Background: an optimization exercise with open tools, aiming at small area. Do not read the settings as production practice. Only simulation tests tie the RTL to the original design; equivalence was not proved.

==> inputs of run a <==
==> flow/design.v (excerpt) <==
module  top (clk,reset,data1,data2,data3,data4,data5,data6,data7,data8,data9,data10,data11,data12,data13,data14,data15,data16,data17,data18,data19,data20,
	dataen1,dataen2,dataen3,dataen4,dataen5,dataen6,dataen7,dataen8,dataen9,dataen10,dataen11,dataen12,dataen13,dataen14,dataen15,dataen16,dataen17,dataen18,dataen19,dataen20,
	datao1,datao2,datao3,datao4,datao5,datao6,datao7,datao8,datao9,datao10,datao11,datao12,datao13,datao14,datao15,datao16,datao17,datao18,datao19,datao20);
input clk,reset;
input [31:0] data1,data2,data3,data4,data5,data6,data7,data8,data9,data10,
	    data11,data12,data13,data14,data15,data16,data17,data18,data19,data20;
output [31:0] datao1,datao2,datao3,datao4,datao5,datao6,datao7,datao8,datao9,datao10,datao11,datao12,datao13,datao14,datao15,datao16,datao17,datao18,datao19,datao20;
input dataen1,dataen2,dataen3,dataen4,dataen5,dataen6,dataen7,dataen8,dataen9,dataen10,dataen11,dataen12,dataen13,dataen14,dataen15,dataen16,dataen17,dataen18,dataen19,dataen20;
reg [24:0] r_datao1_p;
reg [0:0] r_datao1_a;
reg [24:0] r_data11out2_p;
reg [2:0] r_data11out2_a;
reg [24:0] r_data11out3_p;
reg [3:0] r_data11out3_a;
reg [24:0] r_data11out6_p;
reg [6:0] r_data11out6_a;
reg [24:0] r_datao2_p;
reg [0:0] r_datao2_a;
reg [24:0] r_data12out2_p;
reg [2:0] r_data12out2_a;
reg [24:0] r_data12out3_p;
reg [6:0] r_data12out3_a;
reg [24:0] r_data12out4_p;
reg [0:0] r_data12out4_a;
reg [24:0] r_datao3_p;
  ...
Settings: LEC_CHECK=0, CAP_MARGIN=25, CELL_PAD_IN_SITES_DETAIL_PLACEMENT=0, CELL_PAD_IN_SITES_GLOBAL_PLACEMENT=0, CORE_MARGIN=2, CORE_UTILIZATION=65, CTS_BUF_LIST=sky130_fd_sc_hd__clkbuf_16, CTS_CLUSTER_DIAMETER=90, CTS_CLUSTER_SIZE=25, PLACE_DENSITY=0.75, SLEW_MARGIN=25; clock period 8.0 ns.
standard.sh (not shown) runs the stock make flow with config.mk's settings and CLKGATE_MAP_FILE= SYNTH_SCRIPT=/design/flow/synth_recipe.tcl, a recipe that flattens the netlist after the stock synthesis.
==> flow/flow/run.sh <==
#!/bin/bash
# The standard layout (standard.sh) with two changes:
#  - every input and output port is buffered by a sky130_fd_sc_hd__buf_1
#    (buffer_ports otherwise picks clkdlybuf4s50_1, 2.7x larger);
#  - synthesis maps with an area-oriented ABC script (flow/synth_area.tcl, flow/area.abc).
set -euo pipefail
export BUFFER_PORTS_ARGS="-buffer_cell sky130_fd_sc_hd__buf_1"
work=$(pwd)
sed "s#SYNTH_SCRIPT=[^ ]*#SYNTH_SCRIPT=$work/flow/synth_area.tcl#" standard.sh > flow_standard.sh
bash flow_standard.sh > standard.log 2>&1
==> flow/flow/area.abc <==
&get -n
&st
&dch -f
&nf -R 1000 -E 10 -p
&put
&get -n
&st
&dch -f
&nf -R 1000 -E 10 -p
&put
&get -n
&st
&dch -f
&nf -R 1000 -E 10 -p
&put
&get -n
&st
&dch -f
&nf -R 1000 -E 10 -p
&put
==> flow/flow/synth_area.tcl <==
# The standard flow's synthesis script (synth_recipe.tcl, in the work folder) unchanged, except that
# ABC's technology mapping uses the area-oriented script area.abc beside this file.
set ::area_abc_script [file join [file dirname [file normalize [info script]]] area.abc]
proc abc {args} {
  set i [lsearch -exact $args -script]
  if { $i >= 0 } {
    lset args [expr { $i + 1 }] $::area_abc_script
  }
  yosys abc {*}$args
}
source [file join [file dirname [file dirname [file normalize [info script]]]] synth_recipe.tcl]
==> inputs of run b, as changes to run a <==
GPL_ROUTABILITY_DRIVEN = 0   (was default)
==> flow_summary.toml <==
[run_status]
outcome = "timing/DRC/antenna clean"

[grt]
grt_pass1_wl_um = 598000

[finish]
post-route-util_pct = 73.6
syn_to_final_growth_pct = 12.2

[critical_path]
cp_max_fo = 26
critPathCapture = "r_datao5_p[23]"
That was run b.
==> flow_summary.toml <==
[clock_tree]
cts_tree = "done"

[drt]
routed_wl_um = 464000

[critical_path]
critPathCapture = "r_datao1_p[13]"
crit_family = "simple AND/OR/NAND/NOR gates"

[place]
dp.cells = 11500

[run_status]
outcome = "timing/DRC/antenna clean"

[grt]
grt_pass1_wl_um = 624000

[power]
p_comb_w = 0.0100

[min_path]
hold_depth = 0

[timing]
setup_slack_ns = 3.02

[finish]
syn_to_final_growth_pct = 12.2
post-route-util_pct = 73.6

[synthesis]
synth_top_cells_by_area = "edfxtp_1 (48%), dfrtp_1 (20%), nand2_1 (6.0%)"
That was run a.

==> run E <==
top again, from the RTL that the note above started with.
==> flow/config.mk <==
export PLATFORM = sky130hd
export DESIGN_NAME = top
export DESIGN_NICKNAME = top
export VERILOG_FILES = /design/flow/design.v
export SDC_FILE = /design/flow/constraint.sdc
export NUM_CORES = 8
export LEC_CHECK = 0
export CAP_MARGIN = 25
export CELL_PAD_IN_SITES_DETAIL_PLACEMENT = 0
export CELL_PAD_IN_SITES_GLOBAL_PLACEMENT = 0
export CORE_MARGIN = 2
export CORE_UTILIZATION = 65
export CTS_BUF_LIST = sky130_fd_sc_hd__clkbuf_8
export CTS_CLUSTER_DIAMETER = 50
export CTS_CLUSTER_SIZE = 14
export PLACE_DENSITY = 0.75
export SLEW_MARGIN = 25
==> flow/constraint.sdc <==
create_clock -name core_clock -period 8.0 [get_ports {clk}]
set_input_delay 1.6000 -clock core_clock [delete_from_list [all_inputs] [get_ports {clk}]]
set_output_delay 1.6000 -clock core_clock [all_outputs]
set_load 0.01 [all_outputs]
Scripts as last shown in full above: flow/flow/run.sh, flow/flow/area.abc, flow/flow/synth_area.tcl
==> run F (differences from run E) <==
Settings changed: CAP_MARGIN 25 to 15, CORE_UTILIZATION 65 to 70, CTS_BUF_LIST sky130_fd_sc_hd__clkbuf_8 to sky130_fd_sc_hd__clkbuf_16, CTS_CLUSTER_SIZE 14 to 30, PLACE_DENSITY 0.75 to 0.8, SLEW_MARGIN 25 to 15.
==> impl_metrics.tcl <==
set metrics [dict create \
    status "complete, but fails checks" \
    violatedChecks "slew limit" \
    clkSlewWorstSetupHoldPaths_ps 100 \
    final_cell_mix "edfxtp_1 (1800), nand2_1 (1792), buf_1 (1182)" \
    placed_area_um2 120000 \
    syn_to_final_growth_pct 14.3 \
    drv_slew 2 \
]
Source of the figures above: run F

==> impl_metrics.tcl <==
set metrics [dict create \
    final_cell_mix "edfxtp_1 (1800), nand2_1 (1790), buf_1 (1182)" \
    nNonClkInverters 241 \
    synth_cell_types 60 \
    status "complete, no violations" \
    drv_slew 0 \
    clkSlewWorstSetupHoldPaths_ps 90 \
]
Source of the figures above: run E

[static timing again, ports no longer ideal]
The results above use ideal ports. As a check the final layouts listed here were re-extracted and re-timed, cells and wires unchanged. Step 1 sets driving cells, clkbuf_16 on the clock port and buf_2 on the other inputs (assumed; they add their load-dependent delay and slew). Step 2 moves the port delays by t, midway between the first and last clock arrival at a register: inputs arrive t later, outputs are due t later. That takes back most of the time a late clock gives input paths. Slacks: ideal / step 1 / step 2; pairs: ideal / step 1.
| run | t (ns) | setup WS [ns] | worst slew at a driven data input, ns |
|---|---|---|---|
| run a | 0.956 | 3.024 / 3.101 / 2.144 | 0.21 |
| run b | 0.931 | 3.006 / 3.047 / 2.116 | 0.17 |
| run E | 1.188 | 3.180 / 3.251 / 2.063 | 0.22 |
| run F | 0.990 | 2.346 / 2.413 / 1.424 | 0.27 |
The setup slack of run E, which loses most, moves by +0.071 ns with the drivers and by -1.117 ns with both steps.
